This design comes from an exercise in tuning for small area on the open sky130 flow, not from production work.
Function was checked by simulation only, so behaviour that the tests miss may differ from the original.
Power is estimated from default activity; no workload was simulated.

==> flow/design.v <==
`default_nettype    none
module    gps_rca(i_a, i_b, i_c, o_s, o_c);
    parameter    W = 16;
    input   wire    [W-1:0]    i_a, i_b;
    input   wire               i_c;
    output  wire    [W-1:0]    o_s;
    output  wire               o_c;
    wire    [W:0]    c;
    assign  c[0] = i_c;
    genvar  k;
    generate for (k = 0; k < W; k = k + 1)
    begin : BIT
        assign o_s[k]   = i_a[k] ^ i_b[k] ^ c[k];
        assign c[k+1]   = (i_a[k] & i_b[k]) | (i_a[k] & c[k])
                        | (i_b[k] & c[k]);
    end endgenerate
    assign  o_c = c[W];
endmodule
module    gps_csadd32(i_a, i_b, i_c, o_s, o_c);
    input   wire    [31:0]    i_a, i_b;
    input   wire              i_c;
    output  wire    [31:0]    o_s;
    output  wire              o_c;
    wire    [15:0]    lo, hi0, hi1;
    wire              clo, c0, c1;
    gps_rca #(16) lower(i_a[15:0],  i_b[15:0],  i_c,  lo,  clo);
    gps_rca #(16) upper0(i_a[31:16], i_b[31:16], 1'b0, hi0, c0);
    gps_rca #(16) upper1(i_a[31:16], i_b[31:16], 1'b1, hi1, c1);
    assign  o_s = { (clo ? hi1 : hi0), lo };
    assign  o_c = clo ? c1 : c0;
endmodule
`default_nettype    none
module    gpsclock(i_clk, i_rst, i_pps, o_pps, o_led,
            o_tracking, o_count, o_step, o_err, o_locked, o_dbg);
    parameter [31:0] DEFAULT_STEP = 32'h0fa0_3c21; 
    input wire    i_clk, i_rst;
    input wire    i_pps;
    output reg    o_pps;
    output reg    o_led;
    output reg              o_tracking;
    output reg    [63:0]    o_count, o_step, o_err;
    output reg              o_locked;
    output wire    [1:0]    o_dbg;
    localparam [47:0] PRE_STEP48 = { DEFAULT_STEP[27:0], 20'h00 }
                        >> DEFAULT_STEP[31:28];
    localparam [63:0] PRE_STEP = { 16'h00, PRE_STEP48 };
    localparam [32:0] BETA   = 33'h0_14bd_a12f;
    localparam [32:0] GAMMA  = 33'h0_1f53_3ae8;
    localparam [32:0] NBETA  = -BETA;
    localparam [32:0] NGAMMA = -GAMMA;
    localparam [16:0] LFSR_LED_OFF1 = 17'h04389;    
    localparam [16:0] LFSR_LED_ON2  = 17'h1a60b;    
    localparam [16:0] LFSR_LED_OFF2 = 17'h0fae8;    
    localparam [16:0] LFSR_TIMEOUT  = 17'h110c3;    
    reg    pps_d, ck_pps, lst_pps;
    always @(posedge i_clk)
    if (i_rst)
        { pps_d, ck_pps, lst_pps } <= 3'b000;
    else
        { pps_d, ck_pps, lst_pps } <= { i_pps, pps_d, ck_pps };
    wire    pps_edge = ck_pps && !lst_pps;
    reg    [15:0]    tec_lo, tec_hi;
    reg              tec_c, tick_enable_carry;
    wire   [15:0]    tec_lo_sum, tec_hi_sum;
    wire             tec_lo_carry, tec_hi_carry;
    gps_rca #(16) teclo(tec_lo, o_step[45:30], 1'b1,
                tec_lo_sum, tec_lo_carry);
    gps_rca #(16) techi(tec_hi, o_step[61:46], tec_c,
                tec_hi_sum, tec_hi_carry);
    always @(posedge i_clk)
    if (i_rst || pps_edge)
    begin
        tick_enable_carry <= 1'b0;
        { tec_hi, tec_c, tec_lo } <= 0;
    end else begin
        tick_enable_carry <= tick_enable_carry || tec_hi_carry
                    || ((&tec_hi_sum) && tec_lo_carry);
        { tec_hi, tec_c, tec_lo } <= { tec_hi_sum, tec_lo_carry,
                    tec_lo_sum };
    end
    wire    tick = pps_edge && tick_enable_carry;
    assign  o_dbg = { tick_enable_carry, tick };
    reg    [5:0]     rot;
    reg    [6:0]     seq_blk;
    reg              seq_pend, seq_active;
    reg    [2:0]     tick_dly;     
    always @(posedge i_clk)
    if (i_rst)
        rot <= 0;
    else
        rot <= rot + 1'b1;
    wire    blk_end = (rot == 6'd63);
    always @(posedge i_clk)
    if (i_rst)
    begin
        seq_pend   <= 1'b0;
        seq_active <= 1'b0;
    end else if (tick)
    begin
        seq_pend   <= 1'b1;
        seq_active <= 1'b0;
    end else if (blk_end)
    begin
        if (seq_pend)
            seq_active <= 1'b1;
        else if (seq_blk == 7'd96)
            seq_active <= 1'b0;
        seq_pend <= 1'b0;
    end
    always @(posedge i_clk)
    if (blk_end)
        seq_blk <= seq_pend ? 7'h7f : (seq_blk + 1'b1);
    always @(posedge i_clk)
    if (i_rst)
        tick_dly <= 0;
    else if (tick)
        tick_dly <= 3'd1;
    else if (tick_dly != 0)
        tick_dly <= tick_dly + 1'b1;
    wire    [5:0]    sq_r = rot;              
    wire    [4:0]    sq_i = seq_blk[4:0];     
    wire    ph_gamma  = seq_active && (seq_blk[6:5] == 2'b00);
    wire    ph_filter = seq_active && ((seq_blk == 7'd32)
                    || ((seq_blk == 7'd33) && (rot[5:1] == 0)));
    wire    ph_beta   = seq_active && (seq_blk[6:5] == 2'b10);
    wire    ph_step   = seq_active && (seq_blk == 7'd96);
    wire    ph_mpy    = ph_gamma || ph_beta;
    wire    use_prod  = (tick_dly == 3'd5);
    wire    gamma_hold = seq_pend || ph_gamma
                    || (seq_active && (seq_blk == 7'h7f));
    reg    step_changed;
    always @(posedge i_clk)
    if (tick)
        step_changed <= o_tracking;
    reg    [31:0]    p_count;
    reg              cnt_carry, rst_d;
    reg    [63:0]    r_count_correction;
    wire   [31:0]    cnt_lo_sum, cnt_hi_sum;
    wire             cnt_lo_carry, cnt_hi_carry;
    gps_csadd32 cntlo(p_count, r_count_correction[31:0], 1'b0,
                cnt_lo_sum, cnt_lo_carry);
    gps_csadd32 cnthi(o_count[63:32], r_count_correction[63:32], cnt_carry,
                cnt_hi_sum, cnt_hi_carry);
    always @(posedge i_clk)
        rst_d <= i_rst;
    always @(posedge i_clk)
    if (i_rst || rst_d)
    begin
        o_count   <= 0;
        p_count   <= 0;
        cnt_carry <= 0;
        o_pps     <= 0;
    end else begin
        { cnt_carry, p_count } <= { cnt_lo_carry, cnt_lo_sum };
        o_count[63:32] <= cnt_hi_sum;
        o_pps <= cnt_hi_carry && !r_count_correction[63];
        o_count[31:0] <= p_count;
    end
    reg    [63:0]    r_filtered_err;
    reg    [63:0]    beta_acc;     
    reg    [63:0]    gamma_acc;    
    always @(posedge i_clk)
    if (use_prod && step_changed)
        r_count_correction <= beta_acc;
    else
        r_count_correction <= o_step;
    reg             m_x, m_xnext, f_zero;
    always @(posedge i_clk)
    begin
        if (rot == { 1'b0, sq_i + 1'b1 })
            m_xnext <= r_filtered_err[32] && !f_zero;
        if (blk_end)
            m_x <= m_xnext;
    end
    wire    [5:0]   m_k    = sq_r - { 1'b0, sq_i };
    wire            m_inb  = (sq_r >= { 1'b0, sq_i });
    wire    [32:0]  m_c33  = (sq_i == 5'd31)
                        ? (ph_gamma ? NGAMMA : NBETA)
                        : (ph_gamma ? GAMMA  : BETA);
    wire    [63:0]  m_c    = { 31'h0, m_c33 };
    wire            m_cbit = m_inb && m_c[m_k];
    wire            m_abit = m_x && m_cbit;
    wire            m_first = (sq_i == 5'd0);
    reg             ds_zero;
    wire            m_pbit = ph_gamma ? (gamma_acc[0]
                            && !(m_first && (rot[5] || ds_zero)))
                        : (beta_acc[0] && !m_first);
    reg             m_carry;
    wire            m_cin  = (sq_r != 0) && m_carry;
    wire            m_sum  = m_pbit ^ m_abit ^ m_cin;
    always @(posedge i_clk)
        m_carry <= (m_pbit & m_abit) | (m_pbit & m_cin) | (m_abit & m_cin);
    always @(posedge i_clk)
    if (i_rst)
        ds_zero <= 1'b1;
    else if (ph_gamma && m_first && blk_end)
        ds_zero <= 1'b0;
    wire            n_obit = o_step[sq_r];
    wire            n_hi   = sq_r[5];
    reg             n_sign, n_c32, n_carry, r_carry;
    wire            n_sbit = n_hi ? n_sign : gamma_acc[32];
    wire            n_cin  = (sq_r != 0) && n_carry;
    wire            n_bit  = n_obit ^ n_sbit ^ n_cin;
    wire            n_cout = (n_obit & n_sbit) | (n_obit & n_cin)
                        | (n_sbit & n_cin);
    wire            r_cin  = (sq_r != 0) && r_carry;
    wire            r_bit  = beta_acc[0] ^ n_bit ^ r_cin;
    always @(posedge i_clk)
    begin
        n_carry <= n_cout;
        r_carry <= (beta_acc[0] & n_bit) | (beta_acc[0] & r_cin)
                | (n_bit & r_cin);
        if (ph_step && (sq_r == 6'd0))
            n_sign <= gamma_acc[63];
        if (ph_step && (sq_r == 6'd31))
            n_c32 <= n_cout;
    end
    reg              f_dcarry, f_scarry, f_dly1, f_dly2, f_d63;
    wire    [6:0]    f_j    = { seq_blk[0], rot };
    wire             f_ebit = o_err[f_j[5:0]];
    wire             f_fbit = r_filtered_err[0] && !f_zero;
    wire             f_dbit = f_ebit ^ !f_fbit ^ f_dcarry;
    wire             f_dsel = f_j[6] ? f_d63 : f_dbit;
    wire             f_sbit = f_dly2 ^ f_dsel ^ f_scarry;
    always @(posedge i_clk)
    if (!ph_filter)
    begin
        f_dcarry <= 1'b1;
        f_scarry <= 1'b0;
    end else begin
        f_dcarry <= (f_ebit & !f_fbit) | (f_ebit & f_dcarry)
                    | (!f_fbit & f_dcarry);
        if (f_j >= 7'd2)
            f_scarry <= (f_dly2 & f_dsel) | (f_dly2 & f_scarry)
                    | (f_dsel & f_scarry);
    end
    always @(posedge i_clk)
    begin
        f_dly1 <= f_fbit;
        f_dly2 <= f_dly1;
        if (!f_j[6])
            f_d63 <= f_dbit;
    end
    always @(posedge i_clk)
    if (i_rst || (!o_tracking && !gamma_hold))
        f_zero <= 1'b1;
    else if (ph_filter && (f_j == 7'd65))
        f_zero <= 1'b0;
    always @(posedge i_clk)
        r_filtered_err <= { r_filtered_err[0], r_filtered_err[63],
            (ph_filter && (f_j >= 7'd2)) ? f_sbit : r_filtered_err[62],
            r_filtered_err[61:1] };
    always @(posedge i_clk)
    if (ph_gamma)
        gamma_acc[63:32] <= { m_sum, gamma_acc[63:33] };
    else if (ph_step)
        gamma_acc[63:32] <= { gamma_acc[0], gamma_acc[63:33] };
    always @(posedge i_clk)
        gamma_acc[31:0] <= { ph_gamma ? gamma_acc[32]
                    : ph_step ? (n_hi ? gamma_acc[32] : n_bit)
                    : gamma_acc[0], gamma_acc[31:1] };
    always @(posedge i_clk)
    if (ph_beta)
        beta_acc <= { m_sum, beta_acc[63:1] };
    else if (ph_step)
        beta_acc <= { r_bit, beta_acc[63:1] };
    wire            s_up = n_c32 && !n_sign;
    wire            s_dn = n_sign && !n_c32;
    wire    [32:0]  s_flip;
    assign  s_flip[0] = s_up || s_dn;
    genvar  gk;
    generate for (gk = 0; gk < 32; gk = gk + 1)
    begin : STEPHI
        assign s_flip[gk+1] = s_flip[gk] && (o_step[32+gk] ^ s_dn);
    end endgenerate
    always @(posedge i_clk)
    if (i_rst)
        o_step <= PRE_STEP;
    else if (o_tracking && tick)
        o_step <= { o_step[63:32] ^ s_flip[31:0], gamma_acc[63:32] };
    reg              cnt_lo_nz;
    wire    [63:0]   neg_or;
    assign  neg_or[0]  = 1'b0;
    assign  neg_or[32] = cnt_lo_nz;
    generate for (gk = 1; gk < 64; gk = gk + 1)
    begin : NEG
        if (gk != 32)
        begin : OR
            assign neg_or[gk] = neg_or[gk-1] | o_count[gk-1];
        end
    end endgenerate
    always @(posedge i_clk)
    if (i_rst || rst_d)
        cnt_lo_nz <= 1'b0;
    else
        cnt_lo_nz <= |p_count;
    always @(posedge i_clk)
    if (i_rst)
        o_err <= 0;
    else if (tick)
        o_err <= o_count ^ neg_or;
    reg    [16:0]    since_tick;
    reg              no_pulse, led_window;
    always @(posedge i_clk)
    if (i_rst || tick)
        since_tick <= 17'h1;
    else
        since_tick <= { since_tick[15:0],
                    since_tick[16] ^ since_tick[13] };
    always @(posedge i_clk)
    if (i_rst)
    begin
        no_pulse   <= 1'b1;
        led_window <= 1'b1;
    end else if (tick)
    begin
        no_pulse   <= 1'b0;
        led_window <= 1'b1;
    end else begin
        if (since_tick == LFSR_TIMEOUT)
            no_pulse <= 1'b1;
        if ((since_tick == LFSR_LED_OFF1) || (since_tick == LFSR_LED_OFF2))
            led_window <= 1'b0;
        else if (since_tick == LFSR_LED_ON2)
            led_window <= 1'b1;
    end
    always @(posedge i_clk)
    if (i_rst)
        o_led <= 1'b0;
    else if (no_pulse)
        o_led <= o_count[63];
    else
        o_led <= led_window || (o_count[63:60] == 4'h0);
    reg    [2:0]    count_valid_ticks;
    always @(posedge i_clk)
    if (i_rst)
        count_valid_ticks <= 3'h0;
    else if (tick && (count_valid_ticks < 3'h7))
        count_valid_ticks <= count_valid_ticks + 1'b1;
    else if (no_pulse)
        count_valid_ticks <= 3'h0;
    always @(posedge i_clk)
    if (i_rst)
        o_tracking <= 1'b0;
    else if (tick && (&count_valid_ticks))
        o_tracking <= 1'b1;
    else if (tick || (count_valid_ticks == 0))
        o_tracking <= 1'b0;
    always @(posedge i_clk)
    if (i_rst)
        o_locked <= 1'b0;
    else if (tick)
        o_locked <= o_tracking && ((o_err[63:56] == 8'hff)
                    || (o_err[63:56] == 8'h00));
endmodule
==> flow/run.sh <==
#!/bin/bash
# synth_recipe.tcl (not shown) runs the flow's synth.tcl, then flattens the netlist and writes it again
# the make line also repeats each setting of config.mk as NAME=value (left out here)
make -C /OpenROAD-flow-scripts/flow DESIGN_CONFIG=/design/flow/config.mk WORK_HOME=/design/flow/orfs CLKGATE_MAP_FILE= SYNTH_SCRIPT=/design/flow/synth_recipe.tcl finish
==> flow/config.mk <==
export PLATFORM = sky130hd
export DESIGN_NAME = gpsclock
export DESIGN_NICKNAME = gpsclock
export VERILOG_FILES = /design/flow/design.v
export SDC_FILE = /design/flow/constraint.sdc
export NUM_CORES = 4
export LEC_CHECK = 0
export CAP_MARGIN = 20
export CORE_AREA = 2 2 254.255 254.255
export CTS_BUF_LIST = sky130_fd_sc_hd__clkbuf_8
export CTS_CLUSTER_DIAMETER = 80
export CTS_CLUSTER_SIZE = 15
export DIE_AREA = 0 0 256.255 256.255
export SLEW_MARGIN = 20
==> flow/constraint.sdc <==
create_clock -name core_clock -period 10.0 [get_ports {i_clk}]
set_input_delay 2.0000 -clock core_clock [delete_from_list [all_inputs] [get_ports {i_clk}]]
set_output_delay 2.0000 -clock core_clock [all_outputs]
set_load 0.01 [all_outputs]
==> results of run 1 <==
## area by class of cell
type / instances / area [sq um]
tap: 846 / 1060
clock buffer: 48 / 661
multi-input combinational: 1297 / 9980
antenna: 2 / 5.00
inverter: 134 / 503
clock inverter: 27 / 139
timing repair buffer: 214 / 2120
fill: 5860 / 35800
sequential: 579 / 12700
## state kept, by name, indices dropped and copies added, names as in the netlist, 6 cells and up
| name | cells |
|---|---|
| beta_acc | 64 |
| gamma_acc | 64 |
| o_count | 64 |
| o_err | 64 |
| o_step | 64 |
| r_count_correction | 64 |
| r_filtered_err | 64 |
| p_count | 32 |
| since_tick | 17 |
| tec_hi | 16 |
| tec_lo | 16 |
| seq_blk | 7 |
| rot | 6 |
## cell families after synthesis
logic type | after synthesis
flip-flops | 579
adder cells (fa/ha/maj) | 188
AO/OA/AOI/OAI | 261
AND/OR/NAND/NOR | 648
multiplexers | 120
buffers and inverters | 228
XOR/XNOR | 80
## through the flow
step / total power [W] / std cells / setup slack (ns) / utilization [%] / hold slack [ns]
floorplan: 0.00258 / 2104 / 2.37 / - / 0.310
global placement: 0.00265 / 3069 / 1.70 / 41.8 / 0.312
detailed placement: 0.00265 / 3069 / 1.58 / 41.8 / 0.312
CTS: 0.00389 / 3144 / 1.49 / 43.1 / 0.326
global route: 0.00400 / 3146 / 1.06 / 43.1 / 0.329
finish: 0.00383 / 3147 / 1.48 / 43.1 / 0.320
## cell usage in the layout, fill, tap and decap left out, types with 19 or more instances in the layout
cell             count
and2_1              98
o21ai_0             45
inv_1              156
ha_1               120
clkdlybuf4s50_1    199
mux2i_1             19
a21oi_1            139
clkbuf_8            48
nor2_1             120
mux2_2              71
dfxtp_1            469
nand2_1            242
nand2b_1            21
xnor2_1             45
nor4_1              21
mux4_2              30
nor3_1              28
fa_1                68
edfxtp_1           108
xor2_1              35
## layer usage
layer | vias to the layer above | part of all wire, %
li1 | 7426 | -
met1 | 7631 | 47
met2 | 310 | 47
met3 | 46 | 4.5
met4 | 0 | 1.4
met5 | - | 0
## synthesized netlist by cell type, drive strengths merged (4+ instances only)
cell,instances,area share (%)
buf,17,0.36
mux2,71,3.4
or3,14,0.37
dfxtp,471,40
a31oi,12,0.32
nand3,14,0.35
nand4,12,0.32
ha,120,6.4
nor3,31,0.72
nand2,243,3.9
edfxtp,108,14
a22oi,4,0.13
and2,98,2.6
nor4b,6,0.22
xor2,35,1.3
and3,11,0.29
nand2b,21,0.56
or2,16,0.43
nor2b,17,0.45
o21ai,45,0.96
fa,68,5.8
o21a,7,0.22
o211ai,6,0.19
nor2,121,1.9
nor3b,6,0.19
o22ai,11,0.29
mux4,30,2.9
a21oi,140,3.0
clkbuf,77,1.2
mux2i,19,0.81
inv,134,2.1
nor4,21,0.56
xnor2,45,1.7
## critical path, stage by stage (launching register included)
cell and delay, ns:
dfxtp_1 0.33, inv_1 0.10, fa_1 0.18, inv_1 0.05
fa_1 0.37, fa_1 0.40, fa_1 0.41, fa_1 0.41
fa_1 0.42, fa_1 0.42, fa_1 0.42, fa_1 0.40
fa_1 0.40, fa_1 0.42, fa_1 0.40, fa_1 0.42
fa_1 0.40, fa_1 0.41, fa_1 0.44, nand2b_1 0.18
a21oi_1 0.27, o22ai_1 0.26, o211ai_1 0.34, a21oi_1 0.15
o21ai_0 0.24, mux2i_1 0.20
## power groups by stage
| stage | clock (W) | combinational [W] | sequential [W] |
|---|---|---|---|
| finish | 0.00124 | 0.000190 | 0.00240 |
| global route | 0.00137 | 0.000217 | 0.00241 |
| CTS | 0.00129 | 0.000193 | 0.00241 |
| detailed placement | 0 | 0.000192 | 0.00246 |
| global placement | 0 | 0.000187 | 0.00246 |
| floorplan | 0 | 0.000134 | 0.00245 |
## worst max path at each step
stage / start / endpoint / slack, ns / cells past startpoint
3_5_place_dp: o_count[32]$_SDFF_PP0_ / o_count[62]$_SDFF_PP0_ / 1.58 / 25
2_1_floorplan: o_count[32]$_SDFF_PP0_ / o_count[62]$_SDFF_PP0_ / 2.37 / 25
5_1_grt: o_count[32]$_SDFF_PP0_ / o_count[62]$_SDFF_PP0_ / 1.06 / 25
3_3_place_gp: o_count[32]$_SDFF_PP0_ / o_count[63]$_SDFF_PP0_ / 1.70 / 25
6_report: o_count[32]$_SDFF_PP0_ / o_count[62]$_SDFF_PP0_ / 1.48 / 25
4_1_cts: o_count[32]$_SDFF_PP0_ / o_count[62]$_SDFF_PP0_ / 1.49 / 25
==> summary.txt, run 1 <==
num ports about 200; r2r endpoint o_count[62]$_SDFF_PP0_; max-cap check violation count 0; Critical Path Source Type register; Die ar. 65700 sq um; Hold Crit Start gamma_acc[4]$_DFF_P_; pwr/cell area around 140 nW/um^2; RSZ-0062 raised after global routing false; f_max 117 MHz; clock skew between 0.04 and 0.05 ns; final setup violation count 0; hold buffer count at cts 0; WHS Path Cells 0; flop-to-flop setup slack 1.48 ns; Max Root-Sink Buffers 3; crit path capture type register; Worst-Skew Late Latency 0.65 ns; Worst Reg-to-Reg Cells 25; die span in y about 260 microns; Slew headroom between 30 and 40%; Seq/Total Area, Yosys 54.0%; Die Wd 256 microns; GR Util All Layers 17.2%; CP required 10.57 ns; WL final 56700 microns; largest net degree at the start of global routing around 70; CTS root buf clkbuf_8; worst endpoint data arrival time 9.09 ns; post-CTS sizing 0; period utilisation layout 85.2%; # rows 92; Final Max Slew Viols 0; dpl hpwl 39500 microns; peak supply drop 0.0000790 V; Hold Path End gamma_acc[3]$_DFF_P_; Initial Util between 30% and 40%; Sequential Power Share ~63%; Tmin final approximately 8.5 ns; Placed Area 26300 sq um; Layout Nets around 2500; Crit Path Max Fanout 5; Mapped Cells 2104; setup repair bufs after CTS 0; clk slew on worst S/H paths 0.10 ns; setup_tns 0 ns; core area 63000 sq um; Hold Vio Cnt, Final 0; GR Util met2 between 20 and 30%; Hold Path Class register to register; Yosys reg bits 579; antenna violations before repair 1; proportion of synthesized area in mux cells 7.09%; first-pass GRT wire length 89800 microns; Starting DRT DRC Count between 700 and 800; Syn Area/Cell 11.2 sq um; Post-Syn Area 23500 sq um; TritonCTS Buffers 45; H-tree depth 2; Synth Area in Compound Gates 6.48%; Adder-Cell Fraction of Synth Area between 10% and 20%; largest family of logic cells by synthesized area simple AND/OR/NAND/NOR gates; number of global-route vias before repair 15621; switch share 23.4%; Pint 0.00294 W; grt met1 use 23.5%; RR Startpoint o_count[32]$_SDFF_PP0_; Post-Synth XOR/XNOR Area 2.98%; post-route cell area roughly 27000 sq um; CTS sink count 579; Worst Setup Path Type register to register; Clk pwr share 32.3%; post-synth cell types 69; CTS tree done; grt ovf 0; combinational power share 4.9%; via count 15413; Detailed Routing Iterations Pass 1 5; GR peak layer met2; P_sw 0.000896 W; Leak 9.99 nW; Worst Max-Slew Pin Slew about 0.99 ns; vias per std cell 4.90; Post-Syn Nets ~2300; RePlAce Congestion just over 0.8; status finished clean; Async S/R FF share, synth 0%; Syn. warnings 1; Residual DRC 0; area delta synth->final 15.6%; met3 Usage GRT around 3%; port bufs 200; Most used DFF post-synth dfxtp_1; Synth Area in Simple Gates 13.6%; share of cells above drive strength 1 just under 9%; number of synthesized flops with an enable pin 108; wire per inst between 15 and 20 microns; Final ANT Viol Nets 0
==> inputs of run 2 (changes only) <==
==> flow/flow/run.sh (new file) <==
#!/bin/bash
# The standard layout (standard.sh), except that the port buffers use the
# smallest buffer, and clock tree synthesis adds no dummy loads and builds
# leaf clusters of up to 15 flip-flops driven by clkbuf_8.
export BUFFER_PORTS_ARGS="-buffer_cell sky130_fd_sc_hd__buf_1"
export CTS_ARGS="-sink_clustering_enable -repair_clock_nets -dont_use_dummy_load -sink_clustering_size 15 -sink_clustering_max_diameter 80 -buf_list sky130_fd_sc_hd__clkbuf_8"
bash standard.sh > standard.log 2>&1
==> flow/standard.sh (new file) <==
#!/bin/bash
# synth_recipe.tcl (not shown) runs the flow's synth.tcl, then flattens the netlist and writes it again
# the make line also repeats each setting of config.mk as NAME=value (left out here)
make -C /OpenROAD-flow-scripts/flow DESIGN_CONFIG=/design/flow/config.mk WORK_HOME=/design/flow/orfs CLKGATE_MAP_FILE= SYNTH_SCRIPT=/design/flow/synth_recipe.tcl "${@:-finish}"
--- a/flow/config.mk
+++ b/flow/config.mk
@@ -9,6 +9,4 @@
 export CORE_AREA = 2 2 254.255 254.255
-export CTS_BUF_LIST = sky130_fd_sc_hd__clkbuf_8
-export CTS_CLUSTER_DIAMETER = 80
-export CTS_CLUSTER_SIZE = 15
 export DIE_AREA = 0 0 256.255 256.255
+export PLACE_DENSITY = 0.85
 export SLEW_MARGIN = 20
removed: flow/run.sh
==> summary.txt, run 2 <==
Seq/Total Area, Yosys 54.0%; Most used DFF post-synth dfxtp_1; grt ovf 0; pwr/cell area 145 nW/um^2; combinational power share about 5%; Post-Syn Area approximately 23000 sq um; dominant cells by area after synthesis dfxtp_1, edfxtp_1, ha_1, fa_1, nand2_1; RePlAce Congestion between 0.8 and 0.9; clock skew 0.0544 ns; Max Root-Sink Buffers 3; flop-to-flop setup slack 1.50 ns; CTS tree done; Crit Path Max Fanout 5; num ports 201; Min Hold Slack 0.298 ns; TritonCTS Buffers 46; GR Util All Layers 16.8%; CTS root buf clkbuf_8; Residual DRC 0; CP max-delay cell o22ai_1; Yosys reg bits 579; Worst Max-Slew Pin Slew 1.06 ns; crit-path max cell delay 0.48 ns; commonest non-fill, non-tap cells in the layout dfxtp_1, nand2_1, buf_1; list of most frequent post-synthesis cells dfxtp_1, nand2_1, a21oi_1; Die Wd 256 microns; Detailed Routing Iterations Pass 1 6; setup repair bufs after CTS 0; port bufs 200; Layout Nets 2468; core area around 63000 sq um; cell mode on critical path fa_1; WL final ~56000 microns; area delta synth->final 9.78%; peak supply drop 0.000111 V; Post-Syn Nets roughly 2300; Tmin final about 8.5 ns; commonest non-fill, non-tap cell in the layout dfxtp_1; Clk pwr share 30.7%; max-cap check violation count 0; proportion of synthesized area in mux cells under 10%; setup_tns 0 ns; Pint 0.00287 W; Worst Setup Path Type register to register; wire per inst 17.8 microns; Synth Area in Simple Gates 13.6%; via count about 16000; Hold Vio Cnt, Final 0; antenna violations before repair 3; Post-Synth XOR/XNOR Area 2.98%; CTS sink count roughly 580; largest net degree at the start of global routing 90; switch share a little under a quarter; Sequential Power Share 64.3%; hold buffer count at cts 0; period utilisation layout 85.0%; Die ar. 65700 sq um; CP required 10.49 ns; Adder-Cell Fraction of Synth Area 12.2%; first-pass GRT wire length 87200 microns; Synth area leader dfxtp_1; number of global-route vias before repair 15475; dpl hpwl 38700 microns; Synth Area in Compound Gates 6.48%; Starting DRT DRC Count 1143; post-CTS sizing 0; status finished clean; Synth top area share 40.1%; post-synth cell types 69; vias per std cell 5.01; f_max 118 MHz; number of synthesized flops with an enable pin 108; Initial Util 37.3%; Hold Path Class register to register; Critical Path Source Type register; die span in y 256 microns; final setup violation count 0; Final Max Slew Viols 0; most common cell in the netlist dfxtp_1; Syn. warnings 1; Final ANT Viol Nets 0; crit path capture type register; RSZ-0062 raised after global routing false; worst endpoint data arrival time 8.99 ns; P_sw just under 0.0009 W; # rows 92; share of cells above drive strength 1 between 8 and 9%; Slew headroom 29.5%; Syn Area/Cell roughly 11 sq um; clk slew on worst S/H paths 0.10 ns; Leak 9.39 nW; Worst-Skew Late Latency ~0.64 ns; Async S/R FF share, synth 0%; Mapped Cells between 2000 and 2500; H-tree depth 2; largest family of logic cells by synthesized area simple AND/OR/NAND/NOR gates
-- run 2: cell counts after synthesis --
No cell type changed its count.
-- run 2: worst max-delay path: cells and delay by family, from the launching register on --
kind            cells  cell delay [ns]
fa+ha+maj          16             6.36
compound gates      4             1.18
flops               1             0.33
simple gates        2             0.18
xor+xnor            1             0.18
buf+inv             2             0.15
-- run 2: cells by family after synthesis --
family / after synthesis
AOI/OAI and AO/OA: 261
xor gates and xnor gates: 80
adders and majority gates: 188
buffers and inverters: 228
DFF: 579
muxes: 120
and+or+nand+nor: 648
-- run 2: power groups by stage --
stage          registers, W  clock network [W]  logic (W)
6_report            0.00240            0.00115   0.000189
5_1_grt             0.00241            0.00126   0.000215
4_1_cts             0.00240            0.00119   0.000190
3_5_place_dp        0.00246                  0   0.000188
3_3_place_gp        0.00246                  0   0.000182
2_1_floorplan       0.00245                  0   0.000134
-- run 2: per-layer routing --
metal	share of wire [%]	GRT usage [%]
met5	0.023	0
met4	2.9	5.51
met3	7.0	3.84
met2	47	27.7
met1	43	21.9
-- run 2: path summary, 6_finish.rpt --
| kind | cells past startpoint | endpoint | start |
|---|---|---|---|
| setup / recovery | 25 | o_count[63]$_SDFF_PP0_ | o_count[32]$_SDFF_PP0_ |
| setup reg to reg | 25 | o_count[63]$_SDFF_PP0_ | o_count[32]$_SDFF_PP0_ |
| hold reg to reg | 0 | r_filtered_err[29]$_DFF_P_ | r_filtered_err[30]$_DFF_P_ |
| hold / removal | 0 | r_filtered_err[29]$_DFF_P_ | r_filtered_err[30]$_DFF_P_ |
-- run 2: cell type report --
| type | count | area [sq um] |
|---|---|---|
| diodes | 4 | 10.0 |
| well taps | 846 | 1060 |
| clock buffers | 46 | 633 |
| inverters | 134 | 503 |
| repair buffers | 219 | 930 |
| multi-input cells | 1297 | 9970 |
| fillers | 5882 | 37200 |
| flip-flops and latches | 579 | 12700 |
-- run 2: metrics by stage --
step / total power [W] / worst slack [ns] / cells / area, sq um / util [%]
final: 0.00374 / 1.50 / 3125 / 25800 / 40.9
after global placement: 0.00264 / 1.71 / 3072 / 25100 / 39.8
after detailed placement: 0.00265 / 1.60 / 3072 / 25100 / 39.8
after floorplan: 0.00258 / 2.37 / 2104 / 23500 / -
after global routing: 0.00389 / 1.05 / 3122 / 25800 / 40.9
after CTS: 0.00378 / 1.54 / 3118 / 25700 / 40.8
==> inputs of run 3 (changes only) <==
--- a/flow/config.mk
+++ b/flow/config.mk
@@ -10,3 +10,3 @@
 export DIE_AREA = 0 0 256.255 256.255
-export PLACE_DENSITY = 0.85
+export PLACE_DENSITY = 0.4
 export SLEW_MARGIN = 20
==> summary.txt, run 3 <==
post-CTS sizing 0; Critical Path Source Type register; clock skew 0.0575 ns; Residual DRC 0; f_max 119 MHz; CP max-delay cell fa_1; number of global-route vias before repair 15460; Layout Nets around 2500; hold buffer count at cts 0; Worst Max-Slew Pin Slew 0.995 ns; CP bufs+invs 3; final setup violation count 0; max-cap check violation count 0; Slew headroom 33.6%; Die Wd roughly 260 microns; pwr/cell area 146 nW/um^2; setup repair bufs after CTS 0; Starting DRT DRC Count 752; CTS tree done; port bufs 200; GR Util All Layers 18.1%; Most used DFF post-synth dfxtp_1; Synth top area share between 40% and 50%; Min Hold Slack roughly 0.31 ns; CTS root buf clkbuf_8; Seq/Total Area, Yosys a little over half; combinational power share 5.1%; post-synth cell types 69; setup_tns 0 ns; FILL cells just over 6000; number of synthesized flops with an enable pin 108; r2r endpoint o_count[62]$_SDFF_PP0_; Die ar. 65700 sq um; Initial Util between 30% and 40%; TritonCTS Buffers 46; status finished clean; post-route cell area around 26000 sq um; Hold Path End r_filtered_err[60]$_DFF_P_; Mapped Cells 2104; Final ANT Viol Nets 0; Clk pwr share 30.9%; flop-to-flop setup slack 1.59 ns; sequential cell area ~13000 sq um; commonest non-fill, non-tap cell in the layout dfxtp_1; Yosys reg bits 579; Pint roughly 0.0029 W; CP Depth 26; die span in y around 260 microns; P_sw roughly 0.0009 W; worst endpoint data arrival time 8.96 ns; Syn Area/Cell 11.2 sq um; cell mode on critical path fa_1; period utilisation layout between 80% and 90%; Tot Pwr 0.00376 W; crit path capture type register; area delta synth->final 9.73%; core area 63000 sq um; # rows 92; H-tree depth 2; Leak 9.41 nW; RePlAce Congestion around 0.8; Worst Reg-to-Reg Cells 26; Hold Vio Cnt, Final 0; Worst-Skew Late Latency 0.65 ns; WHS Path Cells 0; RSZ-0062 raised after global routing false; wire per inst 18.9 microns; CP top delay family adder cells; Post-Syn Nets 2295; Final Max Slew Viols 0; Syn. warnings 1; commonest non-fill, non-tap cells in the layout dfxtp_1, nand2_1, buf_1; Sequential Power Share between 60% and 70%; area of the multi-input gates 9980 sq um; Detailed Routing Iterations Pass 1 5; switch share 23.5%; Synth area leader dfxtp_1; antenna violations before repair 5; Tmin final ~8.4 ns; vias per std cell 4.84; Placed Area 25100 sq um; CTS sink count 579; num ports 201; clk slew on worst S/H paths 0.10 ns; Async S/R FF share, synth 0%; Crit Path Max Fanout 5; grt ovf 0; RR Startpoint o_count[32]$_SDFF_PP0_; Hold Crit Start r_filtered_err[61]$_DFF_P_; Post-Syn Area 23500 sq um; most common cell in the netlist dfxtp_1; WL final 59100 microns; dpl hpwl 40900 microns; share of cells above drive strength 1 8.84%; CP required 10.55 ns; Max Root-Sink Buffers 3; Worst Setup Path Type register to register; crit-path max cell delay 0.44 ns; dominant cells by area after synthesis dfxtp_1, edfxtp_1, ha_1, fa_1, nand2_1; largest net degree at the start of global routing 72; via count 15101; peak supply drop 0.0000917 V; list of most frequent post-synthesis cells dfxtp_1, nand2_1, a21oi_1; Hold Path Class register to register; first-pass GRT wire length 92900 microns
-- run 3: cell counts after synthesis --
Identical to the previous run, type by type.
-- run 3: how the worst max path moves through the flow --
stage | startpoint | end | slack [ns]
floorplan | o_count[32]$_SDFF_PP0_ | o_count[62]$_SDFF_PP0_ | 2.37
detailed placement | o_count[32]$_SDFF_PP0_ | o_count[62]$_SDFF_PP0_ | 1.60
CTS | o_count[32]$_SDFF_PP0_ | o_count[62]$_SDFF_PP0_ | 1.49
finish | o_count[32]$_SDFF_PP0_ | o_count[62]$_SDFF_PP0_ | 1.59
global placement | o_count[32]$_SDFF_PP0_ | o_count[62]$_SDFF_PP0_ | 1.68
global route | o_count[32]$_SDFF_PP0_ | o_count[62]$_SDFF_PP0_ | 1.13
-- run 3: cell families after synthesis --
logic type | after synthesis | synth area share [%]
AO/OA/AOI/OAI | 261 | 6.48
AND/OR/NAND/NOR | 648 | 13.6
adder cells (fa/ha/maj) | 188 | 12.2
flip-flops | 579 | 54.0
multiplexers | 120 | 7.09
buffers and inverters | 228 | 3.73
XOR/XNOR | 80 | 2.98
-- run 3: metrics by stage --
step	setup slack, ns	instances	util, %
2_1_floorplan	2.37	2104	-
3_3_place_gp	1.68	3072	39.8
3_5_place_dp	1.60	3072	39.8
4_1_cts	1.49	3118	40.9
5_1_grt	1.13	3122	40.9
6_report	1.59	3122	40.9
-- run 3: metal layers --
metal	up-vias	wire length (microns)	share of wire, %	global-route usage, %
li1	7403	-	-	-
met1	7386	28600	48	25.3
met2	227	26600	45	29.0
met3	83	2450	4.2	3.20
met4	2	1300	2.2	4.71
met5	-	16	0.027	0
-- run 3: final cells by class --
cell class	instances	share of cell area, %
antenna	2	0.0194
timing repair buffer	218	3.53
multi-input combinational	1297	38.7
sequential	579	49.2
inverter	134	1.95
tap	846	4.11
clock buffer	46	2.46
-- run 3: power groups by stage --
stage | clock network [W] | registers (W) | logic, W
after global placement | 0 | 0.00246 | 0.000185
after CTS | 0.00124 | 0.00241 | 0.000188
final | 0.00116 | 0.00240 | 0.000191
after detailed placement | 0 | 0.00246 | 0.000186
after global routing | 0.00131 | 0.00241 | 0.000219
after floorplan | 0 | 0.00245 | 0.000134
==> inputs of run 4 (changes only) <==
--- a/flow/config.mk
+++ b/flow/config.mk
@@ -10,3 +10,2 @@
 export DIE_AREA = 0 0 256.255 256.255
-export PLACE_DENSITY = 0.4
 export SLEW_MARGIN = 20
==> summary.txt, run 4 <==
status finished clean; f_max around 120 MHz; clk slew on worst S/H paths 0.10 ns; Die ar. between 60000 and 70000 sq um; Async S/R FF share, synth 0%; Max Root-Sink Buffers 3; Slew headroom 35.3%; via count roughly 15000; Syn. warnings 1; Seq/Total Area, Yosys a little over half; Critical Path Source Type register; CTS tree done; # rows between 90 and 100; worst endpoint data arrival time slightly above 9 ns; first-pass GRT wire length 88300 microns; Yosys reg bits 579; Final Max Slew Viols 0; Worst Max-Slew Pin Slew approximately 0.97 ns; Initial Util 37.3%; post-route cell area 25700 sq um; commonest non-fill, non-tap cells in the layout dfxtp_1, nand2_1, buf_1; share of cells above drive strength 1 about 8.7%; pwr/cell area 145 nW/um^2; clock skew 0.0972 ns; wire per inst 17.6 microns; period utilisation layout 84.7%; number of global-route vias before repair 15438; number of synthesized flops with an enable pin 108; Starting DRT DRC Count 913; crit-path max cell delay 0.44 ns; Die Wd 256 microns; dominant cells by area after synthesis dfxtp_1, edfxtp_1, ha_1, fa_1, nand2_1; post-CTS sizing 0; Post-Synth XOR/XNOR Area under 10%; area delta synth->final 9.49%; Mapped Cells approximately 2100; Synth top area share 40.1%; Synth Area in Simple Gates 13.6%; core area 63000 sq um; Post-Syn Nets 2295; list of most frequent post-synthesis cells dfxtp_1, nand2_1, a21oi_1; Layout Nets 2463; antenna violations before repair 1; Hold Vio Cnt, Final 0; Adder-Cell Fraction of Synth Area 12.2%; RSZ-0062 raised after global routing false; met2 WL post-DR 25500 microns; setup_tns 0 ns; Detailed Routing Iterations Pass 1 7; largest net degree at the start of global routing 76; Worst Setup Path Type register to register; grt ovf 0; Placed Area 25100 sq um; CP bufs+invs 2; port bufs 200; RePlAce Congestion 0.842; hold buffer count at cts 0; Metal-1 WL 25700 microns; Crit Path Max Fanout 5; CP top delay family adder cells; num ports 201; dpl hpwl 38600 microns; WL met3 2630 microns; setup repair bufs after CTS 0; GR Util All Layers 16.8%; Leak between 9 and 10 nW; vias per std cell 4.92; Hold Path Class register to register; Tmin final approximately 8.5 ns; Worst-Skew Late Latency between 0.6 and 0.7 ns; post-synth cell types 69; Residual DRC 0; die span in y 256 microns; max-cap check violation count 0; max layer used met4; Most used DFF post-synth dfxtp_1; CTS root buf clkbuf_8; Synth area leader dfxtp_1; Final ANT Viol Nets 0; commonest non-fill, non-tap cell in the layout dfxtp_1; Synth Area in Compound Gates 6.48%; final setup violation count 0; CTS sink count 579; cell mode on critical path fa_1; H-tree depth 2; WL final around 55000 microns; CP max-delay cell fa_1; most common cell in the netlist dfxtp_1; TritonCTS Buffers 45; CP required 10.60 ns; crit path capture type register; largest family of logic cells by synthesized area simple AND/OR/NAND/NOR gates; Post-Syn Area 23500 sq um; Syn Area/Cell 11.2 sq um; peak supply drop roughly 0.00011 V; proportion of synthesized area in mux cells under 10%
==> run 4: cell counts after synthesis <==
Identical to the previous run, type by type.
==> run 4: cells by family (layout without fill, tap and decap cells) <==
| logic type | Yosys count | after routing |
|---|---|---|
| mux | 120 | 120 |
| other cells | 0 | 2 |
| flops | 579 | 579 |
| fa+ha+maj | 188 | 188 |
| simple gates | 648 | 648 |
| xor+xnor | 80 | 80 |
| buf+inv | 228 | 394 |
| compound gates | 261 | 261 |
==> run 4: worst register-to-register path: cells and delay by family (launching register included) <==
kind,cells,cell delay [ns]
flops,1,0.32
buf+inv,2,0.15
compound gates,5,1.27
fa+ha+maj,16,6.28
simple gates,1,0.19
mux,1,0.20
==> run 4: cell type report <==
type | count | area, sq um
Timing Repair Buffer | 215 | 880
Clock buffer | 45 | 619
Multi-Input combinational cell | 1297 | 9970
Sequential cell | 579 | 12700
Antenna cell | 2 | 5.00
Inverter | 134 | 503
Tap cell | 846 | 1060
Fill cell | 6000 | 37300
==> run 4: stage by stage <==
| stage | hold WS, ns | cells | total power (W) | setup slack (ns) | utilization, % |
|---|---|---|---|---|---|
| 2_1_floorplan | 0.310 | 2104 | 0.00258 | 2.37 | - |
| 3_3_place_gp | 0.310 | 3070 | 0.00264 | 1.68 | 39.8 |
| 3_5_place_dp | 0.312 | 3070 | 0.00265 | 1.64 | 39.8 |
| 4_1_cts | 0.273 | 3115 | 0.00377 | 1.57 | 40.8 |
| 5_1_grt | 0.286 | 3117 | 0.00388 | 1.13 | 40.8 |
| 6_report | 0.268 | 3118 | 0.00372 | 1.53 | 40.8 |
==> run 4: path summary, 6_finish.rpt <==
path / to / from / slack [ns] / cells after the start
setup / recovery: o_count[62]$_SDFF_PP0_ / o_count[32]$_SDFF_PP0_ / 1.53 / 25
hold / removal: r_filtered_err[4]$_DFF_P_ / r_filtered_err[5]$_DFF_P_ / 0.27 / 0
setup reg to reg: o_count[62]$_SDFF_PP0_ / o_count[32]$_SDFF_PP0_ / 1.53 / 25
hold reg to reg: r_filtered_err[4]$_DFF_P_ / r_filtered_err[5]$_DFF_P_ / 0.27 / 0
==> run 4: power breakdown <==
part / total, W / internal, W / switching, W / leakage (nW)
clock network: 0.00113 / 0.000403 / 0.000728 / 0.324
logic: 0.000189 / 0.0000756 / 0.000114 / 4.31
registers: 0.00240 / 0.00238 / 0.0000173 / 4.72
total: 0.00372 / 0.00286 / 0.000859 / 9.36
==> run 4: layer usage <==
metal  up-vias  track usage [%]
met4         0             4.03
met2       297             27.5
met3        78             3.07
met1      7564             23.1
li1       7412                -
met5         -                0
==> inputs of run 5 (changes only) <==
--- a/flow/design.v
+++ b/flow/design.v
@@ -282,9 +282,13 @@
     wire    [63:0]   neg_or;
-    assign  neg_or[0]  = 1'b0;
-    assign  neg_or[32] = cnt_lo_nz;
-    generate for (gk = 1; gk < 64; gk = gk + 1)
+    generate for (gk = 0; gk < 64; gk = gk + 2)
     begin : NEG
-        if (gk != 32)
-        begin : OR
-            assign neg_or[gk] = neg_or[gk-1] | o_count[gk-1];
+        if ((gk == 0) || (gk == 32))
+        begin : FIRST
+            assign neg_or[gk]   = (gk == 0) ? 1'b0 : cnt_lo_nz;
+            assign neg_or[gk+1] = neg_or[gk] | o_count[gk];
+        end else begin : NEXT
+            assign neg_or[gk]   = neg_or[gk-2] | o_count[gk-2]
+                            | o_count[gk-1];
+            assign neg_or[gk+1] = neg_or[gk-2] | o_count[gk-2]
+                            | o_count[gk-1] | o_count[gk];
         end
==> summary.txt, run 5 <==
CP bufs+invs 2; RePlAce Congestion about 0.82; first-pass GRT wire length approximately 87000 microns; Clk pwr share 30.8%; share of cells above drive strength 1 8.86%; CP required between 10 and 15 ns; CTS tree done; Syn. warnings 1; RR Startpoint o_count[32]$_SDFF_PP0_; GR Util All Layers 16.6%; WHS Path Cells 0; number of synthesized flops with an enable pin around 110; die span in y 256 microns; Max Root-Sink Buffers 3; clk slew on worst S/H paths 0.10 ns; Hold Vio Cnt, Final 0; grt ovf 0; final setup violation count 0; max-cap check violation count 0; Critical Path Source Type register; peak supply drop 0.0000878 V; Worst Max-Slew Pin Slew 1.03 ns; Leak between 9 and 10 nW; Worst Setup Path Type register to register; post-synth cell types 59; Initial Util 37.2%; Detailed Routing Iterations Pass 1 6; CP Launch Point o_count[32]$_SDFF_PP0_; Slew headroom 31.1%; Final ANT Viol Nets 0; commonest non-fill, non-tap cell in the layout dfxtp_1; pwr/cell area 146 nW/um^2; core area 63000 sq um; Die Wd 256 microns; CP max-delay cell fa_1; Syn Area/Cell 11.3 sq um; port bufs 200; antenna violations before repair 2; combinational power share between 4 and 5%; switch share 23.2%; wire per inst 17.5 microns; H-tree depth 2; Async S/R FF share, synth 0%; dpl hpwl 37800 microns; Synth area leader dfxtp_1; Starting DRT DRC Count ~930; FILL cells 6105; Synth top area share 40.3%; CP Depth 25; P_sw 0.000870 W; Residual DRC 0; Tmin final about 8.3 ns; most common cell in the netlist dfxtp_1; Crit Path Max Fanout 5; r2r endpoint o_count[62]$_SDFF_PP0_; Min Hold Slack 0.278 ns; Worst-Skew Late Latency between 0.6 and 0.7 ns; via count around 15000; setup_tns 0 ns; num ports 201; Worst Reg-to-Reg Cells 25; Final Max Slew Viols 0; Seq/Total Area, Yosys 54.1%; RSZ-0062 raised after global routing false; Hold Crit Start r_filtered_err[45]$_DFF_P_; TritonCTS Buffers 47; crit-path max cell delay ~0.43 ns; CTS root buf clkbuf_8; status finished clean; area delta synth->final 9.55%; Post-Syn Nets 2271; f_max roughly 120 MHz; crit path capture type register; cell mode on critical path fa_1; number of global-route vias before repair 15433; clock skew 0.0733 ns; worst endpoint data arrival time 8.94 ns; Layout Nets 2440; post-CTS sizing 0; Yosys reg bits 579; setup repair bufs after CTS 0; Most used DFF post-synth dfxtp_1; commonest non-fill, non-tap cells in the layout dfxtp_1, nand2_1, buf_1; Post-Syn Area 23400 sq um; hold buffer count at cts 0; CTS sink count just under 600; # rows 92; flop-to-flop setup slack about 1.7 ns; crit path to o_count[62]$_SDFF_PP0_; dominant cells by area after synthesis dfxtp_1, edfxtp_1, ha_1, fa_1, mux4_2; Sequential Power Share between 60 and 70%; CP top delay family adder cells; vias per std cell about 5; Hold Path Class register to register; Mapped Cells roughly 2100; WL final 54200 microns; list of most frequent post-synthesis cells dfxtp_1, nand2_1, a21oi_1; Pint between 0.002 and 0.003 W; largest net degree at the start of global routing 75; period utilisation layout 83.5%; Die ar. 65700 sq um
run 5: cells by family (layout without fill, tap and decap cells):
| group | after synthesis | count (layout) | share of synthesized area [%] |
|---|---|---|---|
| adders and majority gates | 188 | 188 | 12.2 |
| other | 0 | 2 | 0 |
| AOI/OAI and AO/OA | 253 | 253 | 6.12 |
| muxes | 117 | 117 | 7.50 |
| xor gates and xnor gates | 78 | 78 | 2.92 |
| DFF | 579 | 579 | 54.1 |
| buffers and inverters | 228 | 395 | 3.73 |
| and+or+nand+nor | 637 | 637 | 13.4 |
run 5: worst min path at each step:
stage | endpoint
after global routing | r_filtered_err[44]$_DFF_P_
after global placement | r_filtered_err[16]$_DFF_P_
final | r_filtered_err[44]$_DFF_P_
after CTS | r_filtered_err[44]$_DFF_P_
after floorplan | f_dly2$_DFF_P_
after detailed placement | r_filtered_err[19]$_DFF_P_
run 5: worst reg2reg max path, stage by stage (launching register included):
cell and delay (ns):
dfxtp_1 0.32, inv_1 0.09, fa_1 0.18, inv_1 0.05, fa_1 0.37, fa_1 0.39
fa_1 0.39, fa_1 0.38, fa_1 0.39, fa_1 0.38, fa_1 0.39, fa_1 0.40
fa_1 0.39, fa_1 0.39, fa_1 0.39, fa_1 0.39, fa_1 0.43, fa_1 0.41
fa_1 0.43, nand2b_1 0.19, a21oi_1 0.24, o22ai_1 0.24, o211ai_1 0.38, a21oi_1 0.18
o21ai_0 0.31, mux2i_1 0.21
run 5: routing by layer:
layer,wire length (microns),global-route usage [%]
met1,25200,22.6
met2,25100,26.9
met3,2700,3.06
met4,1180,4.43
met5,0,0
run 5: metrics by stage:
stage	utilization [%]	area [sq um]	power, W	setup WS [ns]	cells
after CTS	40.7	25600	0.00381	1.65	3093
final	40.7	25600	0.00375	1.65	3095
after detailed placement	39.7	25000	0.00265	1.69	3046
after floorplan	-	23400	0.00258	2.37	2080
after global placement	39.7	25000	0.00264	1.89	3046
after global routing	40.7	25600	0.00392	1.28	3095
run 5: final cells by class:
class                           instances  area, sq um  share of cell area (%)
Clock buffer                           47          647                    2.52
Antenna cell                            2         5.00                  0.0195
Inverter                              135          507                    1.98
Multi-Input combinational cell       1273         9890                    38.6
Timing Repair Buffer                  213          852                    3.32
Tap cell                              846         1060                    4.13
Sequential cell                       579        12700                    49.4
run 5: power groups by stage:
| stage | Combinational, W | Clock (W) | Sequential [W] |
|---|---|---|---|
| 5_1_grt | 0.000209 | 0.00130 | 0.00241 |
| 4_1_cts | 0.000187 | 0.00121 | 0.00241 |
| 6_report | 0.000186 | 0.00116 | 0.00241 |
| 3_5_place_dp | 0.000185 | 0 | 0.00246 |
| 2_1_floorplan | 0.000133 | 0 | 0.00245 |
| 3_3_place_gp | 0.000178 | 0 | 0.00246 |

[afterwards: timing with drivers on the ports]
No port has a modelled driver above. Below, the same layouts with a new extraction and two added sets of constraints. Step 1 (the two cells are an assumption about what drives the block):
set clk [get_ports {i_clk}]
set_driving_cell -lib_cell sky130_fd_sc_hd__clkbuf_16 $clk
set_driving_cell -lib_cell sky130_fd_sc_hd__buf_2 [delete_from_list [all_inputs] $clk]
Step 2 also shifts input and output timing later by t, the mid clock arrival at the registers, as if the neighbouring blocks saw the same clock. a / b / c = ideal / step 1 / step 2; a / b = the first two.
run	t (ns)	setup WS [ns]	slew at the worst register clock pin (ns)
run 1	0.679	1.478 / 1.478 / 1.478	0.11 / 0.11
run 2	0.675	1.499 / 1.499 / 1.499	0.11 / 0.11
run 3	0.681	1.589 / 1.589 / 1.589	0.10 / 0.10
run 4	0.677	1.530 / 1.530 / 1.530	0.10 / 0.10
run 5	0.678	1.653 / 1.653 / 1.653	0.10 / 0.10
After both steps setup and hold are still met in every run listed.
